What follows belongs to an exercise in optimizing a design on an open flow for small area, a short achievable clock period and few clock cycles; a production flow would make more cautious choices.
The RTL was checked by simulation tests, not by an equivalence proof against the original design.

[flow/design.v]
`timescale 1ns/10ps
module  ATCONV(
 input  clk,
 input  reset,
 output reg busy, 
 input  ready, 
 output reg [11:0] iaddr,
 input signed [12:0] idata,
 output reg  cwr,
 output  reg [11:0] caddr_wr,
 output reg  [12:0]  cdata_wr,
 output reg  crd,
 output reg [11:0]  caddr_rd,
 input  [12:0]  cdata_rd,
 output reg  csel
 );
reg signed[12:0]k1;
reg signed[12:0]k2;
reg signed[12:0]k3;
reg signed[12:0]k4;
reg signed[12:0]k5;
reg signed[12:0]k6;
reg signed[12:0]k7;
reg signed[12:0]k8;
reg signed[12:0]k9;
reg signed[12:0]temp;
reg signed[12:0]temp1;
reg [10:0]L1_count;
reg[4:0]kernel_count;
reg[3:0]mp_count;
reg [3:0] state, nextstate;
localparam READY = 4'd0;
localparam INPUT = 4'd1;
localparam CONV = 4'd3;
localparam WRITEL0 = 4'd5;
localparam MAXP = 4'd6;
localparam READL0 = 4'd7;
localparam WRITEL1 = 4'd8;
localparam ENDING = 4'd9;
reg [6:0] i,j,r,c;
integer kc,kr,rt,ct;
always@(posedge clk or posedge reset)begin
 if(reset) state<=READY;
 else state<=nextstate;
end
always@(posedge clk or posedge reset)begin
 if(reset) begin
  busy<=0;
  mp_count=0;
  k1<=0; k2<=0; k3<=0; k4<=0; k5<=0; k6<=0; k7<=0; k8<=0; k9<=0;
  temp<=0; temp1<=0;
  L1_count<=0;
  kernel_count<=0;
  i<=0; j<=0; r<=0; c<=0;
  iaddr<=0;
  cwr<=0; caddr_wr<=0; cdata_wr<=0;
  crd<=0; caddr_rd<=0;
  csel<=0;
 end
 else begin
 case(state)
 READY:begin
  if(ready)begin
   busy<=1;
  end
 end
 INPUT:begin
  cwr<=0;
  if(kernel_count!=9)begin
   i<=i+2;
   if(i==4)begin
    j<=j+2;
    i<=0;
    if(j==4) j<=0;
   end
  end
  rt=r+i-2;
  ct=c+j-2;
  if(rt<0) kr=0;
  else if (rt>63) kr=63;
  else kr=rt;
  if(ct<0) kc=0;
  else if(ct>63) kc=63;
  else kc=ct;
  case(kernel_count)
  0:begin
   iaddr=64*kc+kr;
  end
  1:begin
   iaddr=64*kc+kr;
   k1=idata;
  end
  2:begin
   iaddr=64*kc+kr;
   k2=idata;
  end
  3:begin
   iaddr=64*kc+kr;
   k3=idata;
  end
  4:begin
   iaddr=64*kc+kr;
   k4=idata;
  end
  5:begin
   iaddr=64*kc+kr;
   k5=idata;
  end
  6:begin
   iaddr=64*kc+kr;
   k6=idata;
  end
  7:begin
   iaddr=64*kc+kr;
   k7=idata;
  end
  8:begin
   iaddr=64*kc+kr;
   k8=idata;
  end
  9:begin
   k9=idata;
  end
  endcase
  if(kernel_count==9) kernel_count<=0;
  else   kernel_count<=kernel_count+1;
 end
 CONV:begin
  cwr<=1; csel<=0;
  caddr_wr<=64*c+r;
  temp<=k5-((k1>>4)+(k2>>3)+(k3>>4)+(k4>>2)+(k6>>2)+(k7>>4)+(k8>>3)+(k9>>4)+13'b0000000001100);
  r<=r+1;
  if(r==63)begin
   c<=c+1;
   r<=0;
  end
 end
 WRITEL0:begin
  if(temp>0) cdata_wr<=temp;
  else cdata_wr<=0;
 end
 READL0:begin
  cwr<=0;
  case(mp_count)
  1:begin
   crd<=1;
   caddr_rd<=64*i+j;
  end
  2:begin
   crd<=1;
   caddr_rd<=64*i+j+1;
   if(cdata_rd>temp1) temp1<=cdata_rd;
   else temp1<=temp1;
  end
  3:begin
   crd<=1;
   caddr_rd<=64*i+j+64;
   if(cdata_rd>temp1) temp1<=cdata_rd;
   else temp1<=temp1;
  end
  4:begin
   crd<=1;
   caddr_rd<=64*i+j+65;
   if(cdata_rd>temp1) temp1<=cdata_rd;
   else temp1<=temp1;
  end
  5:begin
   crd<=0;
   if(cdata_rd>temp1) temp1<=cdata_rd;
   else temp1<=temp1;
  end
  endcase
  mp_count<=mp_count+1;
 end
 MAXP:begin
  if(temp1%(5'b10000)==0) cdata_wr<=temp1;
  else cdata_wr<=((temp1>>4)+1)<<4;
  cwr<=1; csel<=1;
  caddr_wr=L1_count;
  mp_count<=0;
  j<=j+2;
  if(j==62)begin
   j<=0;
   i<=i+2;
  end
  L1_count<=L1_count+1;
 end
 WRITEL1:begin
  csel<=0;
  temp1<=0;
  cwr<=0;
 end
 ENDING:begin
  busy<=0;
 end
 endcase
 end
end
always@(*)begin
 case(state)
 READY:begin
  if(reset) nextstate=READY;
  else begin
   nextstate=INPUT;
  end
 end
 INPUT:begin
  if(kernel_count==9) nextstate=CONV;
  else nextstate=INPUT;
 end
 CONV:begin
  nextstate<=WRITEL0;
 end
 WRITEL0:begin
  if(64*c+r>4095) nextstate=READL0;
  else nextstate=INPUT;
 end
 READL0:begin
  if(mp_count==5) nextstate=MAXP;
  else nextstate=READL0;
 end
 MAXP:begin
  nextstate=WRITEL1;
 end
 WRITEL1:begin
  if(L1_count>1023) nextstate=ENDING;
  else nextstate=READL0;
 end
 ENDING:begin
  nextstate=READY;
 end
 default:begin
  nextstate=READY;
 end
 endcase
end
endmodule
[flow/run.sh]
#!/bin/bash
# synth_recipe.tcl (not shown) runs the flow's synth.tcl, then flattens the netlist and writes it again
# the make line also repeats each setting of config.mk as NAME=value (left out here)
make -C /OpenROAD-flow-scripts/flow DESIGN_CONFIG=/design/flow/config.mk WORK_HOME=/design/flow/orfs CLKGATE_MAP_FILE= SYNTH_SCRIPT=/design/flow/synth_recipe.tcl finish
[flow/config.mk]
export PLATFORM = sky130hd
export DESIGN_NAME = ATCONV
export DESIGN_NICKNAME = ATCONV
export VERILOG_FILES = /design/flow/design.v
export SDC_FILE = /design/flow/constraint.sdc
export NUM_CORES = 4
export LEC_CHECK = 0
export CAP_MARGIN = 20
export CORE_MARGIN = 2
export CORE_UTILIZATION = 40
export SLEW_MARGIN = 20
[flow/constraint.sdc]
create_clock -name core_clock -period 6.0 [get_ports {clk}]
set_input_delay 1.2000 -clock core_clock [delete_from_list [all_inputs] [get_ports {clk}]]
set_output_delay 1.2000 -clock core_clock [all_outputs]
set_load 0.01 [all_outputs]
==> out/qor.yml <==
clock_network:
  htreeDepth: 1
  clockBufferDepth: 3
  cts_resized: 0
  root_buffer: "clkbuf_16"
  cts_sinks: 220
  cts.clk_slew.worst_paths_ns: 0.06
  ctsHoldBuffers: 0
  cts_setup_buffers: 0
  cts_tree: "built"
  cts_buffers: 27
  clock_latency_ns: 0.54
critical_path:
  crit_path_end_kind: "register"
  crit_path_frequent_cell: "fa_1"
  cp_slowest_cell: "fa_1"
  crit_chain: "inv_1, fa_1, fa_1, fa_1, fa_1, inv_1, fa_1, inv_1, ha_1, inv_1, fa_1, nor2b_1, o21ai_0, a21oi_1, o21ai_0, a211oi_1, nor3_1, o31ai_1"
  critPathArrivalTime_ns: 5.33
  required_ns: 6.43
  crit_fanout: 2
  criticalPathCategory: "reg -> reg"
  max_stage_delay_ns: 0.55
  start_kind: "register"
die:
  die_w_um: 186
  chipHeight_um: 186
  rows: 66
  start_util_pct: 40.5
  fp.dieArea_um2: 34400
  core_region_area_um2: 32500
  design.portCount: 82
timing:
  grt_setup_unrepaired: "false"
  drv_slew: 0
  finalHoldViolations: 0
  setup_viol_count_final: 0
  timing.fmax_ghz: 0.204
  slew_headroom_pct: 34.2
  tightestPinTransition_ns: 0.983
  period_share_pct: 81.6
  fin_tns_setup_ns: 0
  min_period_ns: 4.90
  skew_ns: 0.0133
yosys:
  synth_edf_count: 0
  synth.yosys.seq_area_share_pct: 41.7
  syn_area_um2: 13200
  ys.warnings.count: 1
  synthTopCellsByArea: "dfrtp_1 (42%), fa_1 (11%), mux2_2 (8.2%)"
  synthDistinctLibCells: 63
  syn-instance-count: 1272
  yosysTopAreaCell: "dfrtp_1"
  yosysTopAreaCellShare_pct: 41.7
  synth_seq_cells: 220
  avgSynthCellArea_um2: 10.4
  ys.flop_type: "dfrtp_1"
  ys_async_sr_fraction_pct: 100
layout:
  areaGrowthSynthToFinish_pct: 16.9
  fin_cells: 1818
  drive_above_1_share_pct: 11.3
  fin_area_um2: 15400
  antenna-diode-count: 0
  final_util_pct: 47.4
  final_nets: 1535
global_routing:
  met1_usage_pct: 23.3
  grt_pass1_vias: 9157
  grt-ovfl-total: 0
  met3_usage_pct: 2.27
  grt_busiest_layer: "met2"
  grt_pass1_wl_um: 47700
  met2_usage_pct: 31.0
  antenna_found_initial: 0
  grt_max_degree: 117
  grt_usage_pct: 17.5
place:
  placed_area_um2: 14500
  gp_congestion: 0.828
  portBuffers: 81
  dp_cells: 1767
  place_hpwl_um: 21100
drt:
  dr.pass1.iters: 5
  via_per_inst: 4.99
  drc: 0
  ant_nets: 0
  vias: 9069
  wirelength_um: 29200
  wl_per_cell_um: 16.1
  drt_iter0_markers: 427
run_status:
  status: "no timing/DRC/antenna violations"
flow_run:
  maxCapViolations: 0
hold_path:
  holdCritPathClass: "reg -> reg"
[layout make-up]
class / instances / area, µm²
fill: 3070 / 17100
multi-input combinational: 820 / 6800
sequential: 220 / 5510
timing repair buffer: 87 / 881
clock buffer: 40 / 815
inverter: 199 / 751
tap: 442 / 553
clock inverter: 10 / 110
[kinds of logic after synthesis]
kind of cell	share of synthesized area (%)
AOI/OAI and AO/OA	9.50
xor gates and xnor gates	3.52
adders and majority gates	18.4
DFF	41.7
buffers and inverters	6.80
and+or+nand+nor	10.6
other	0.0569
muxes	9.42
[layout by cell type, fill, tap and decap left out, types with 4 or more instances in the layout]
cell	Yosys	layout
nand2b_1	10	10
a22oi_1	8	8
clkbuf_1	29	4
a31oi_1	8	8
nor3_1	15	15
dfrtp_1	220	220
a211oi_1	14	14
fa_1	71	71
clkbuf_8	0	9
a32oi_1	4	4
o31ai_1	4	4
mux2_2	96	96
nand3b_1	5	5
and3_1	6	6
inv_1	199	198
nand3_1	34	34
clkdlybuf4s50_1	0	81
mux2_1	9	9
nor4_1	6	6
o21a_1	6	6
clkbuf_16	0	27
xnor2_1	45	45
ha_1	80	80
mux2i_1	6	6
clkinv_2	0	6
nor3b_1	5	5
a21o_1	10	10
nor2b_1	6	6
xor2_1	8	8
nand4_1	13	13
buf_4	1	4
o21ai_0	77	77
nor2_1	72	71
conb_1	2	5
a21oi_1	39	39
nand2_1	111	111
[worst max-delay path, delay by kind of cell, from the launching register on]
| family | cells | cell delay (ns) |
|---|---|---|
| fa+ha+maj | 7 | 3.05 |
| simple gates | 2 | 0.22 |
| buf+inv | 4 | 0.23 |
| compound gates | 5 | 0.96 |
| flops | 1 | 0.34 |
[flip-flops by register name, summed over array words and instances, names as in the netlist, 11 cells and up]
name	flops
caddr_rd	12
k6	11
temp1	13
cdata_wr	13
k4	11
iaddr	12
k5	13
L1_count	11
temp	13
caddr_wr	12
[layer usage]
layer / wire [µm] / part of all wire (%) / vias to the layer above
li1: - / - / 4415
met2: 14600 / 50 / 131
met1: 13200 / 45 / 4490
met3: 998 / 3.4 / 33
met4: 439 / 1.5 / 0
met5: 0 / 0 / -
[final timing paths]
kind | start | to | slack, ns | depth (start not counted)
max | k4[5]$_DFFE_PP0P_ | temp[11]$_DFFE_PP0P_ | 1.10 | 18
min | caddr_wr[6]$_DFFE_PP0P_ | caddr_wr[6]$_DFFE_PP0P_ | 0.47 | 2
max reg2reg | k4[5]$_DFFE_PP0P_ | temp[11]$_DFFE_PP0P_ | 1.10 | 18
min reg2reg | caddr_wr[6]$_DFFE_PP0P_ | caddr_wr[6]$_DFFE_PP0P_ | 0.47 | 2
max in group asynchronous | reset | k4[2]$_DFFE_PP0P_ | 3.73 | 4
min in group asynchronous | reset | busy$_DFFE_PP0P_ | 1.05 | 2
[synthesized netlist by cell type, types with 8 or more instances]
cell type and instances:
dfrtp_1 220, inv_1 199, nand2_1 111, mux2_2 96
ha_1 80, o21ai_0 77, nor2_1 72, fa_1 71
xnor2_1 45, a21oi_1 39, nand3_1 34, clkbuf_1 29
nor3_1 15, a211oi_1 14, nand4_1 13, a21o_1 10
nand2b_1 10, mux2_1 9, a22oi_1 8, a31oi_1 8
xor2_1 8
[per-stage QoR]
stage	hold slack [ns]	worst slack [ns]
finish	0.466	1.10
global route	0.499	0.800
CTS	0.474	1.08
detailed placement	0.461	1.12
global placement	0.454	1.15
floorplan	0.440	1.37
Testbench counts, summed over its fixed seeds: cycles 1,835,072.

what the ideal ports hide:
The flow's constraints put no driver on any port. The routed layout listed below was extracted and timed again, unchanged, in two steps.
Step 1 (the two cells are an assumption about what drives the block):
set clk [get_ports {clk}]
set_driving_cell -lib_cell sky130_fd_sc_hd__clkbuf_16 $clk
set_driving_cell -lib_cell sky130_fd_sc_hd__buf_2 [delete_from_list [all_inputs] $clk]
Step 2 adds t to the input delays and takes it off the output delays; t is the mean of the earliest and latest rising clock arrival at the registers after step 1. Input paths then give back, and output paths get back, about the clock's delay inside the block.
Three values: ideal, step 1, step 2; two values: the first two.
shift t [ns]: 0.581
setup WS [ns]: 1.103 / 1.103 / 1.103
latest minus earliest clock arrival (ns): 0.017 / 0.017
After both steps setup and hold are still met in this run. For this run, drivers alone change the setup slack by 0.000 ns; drivers and shift together by 0.000 ns.
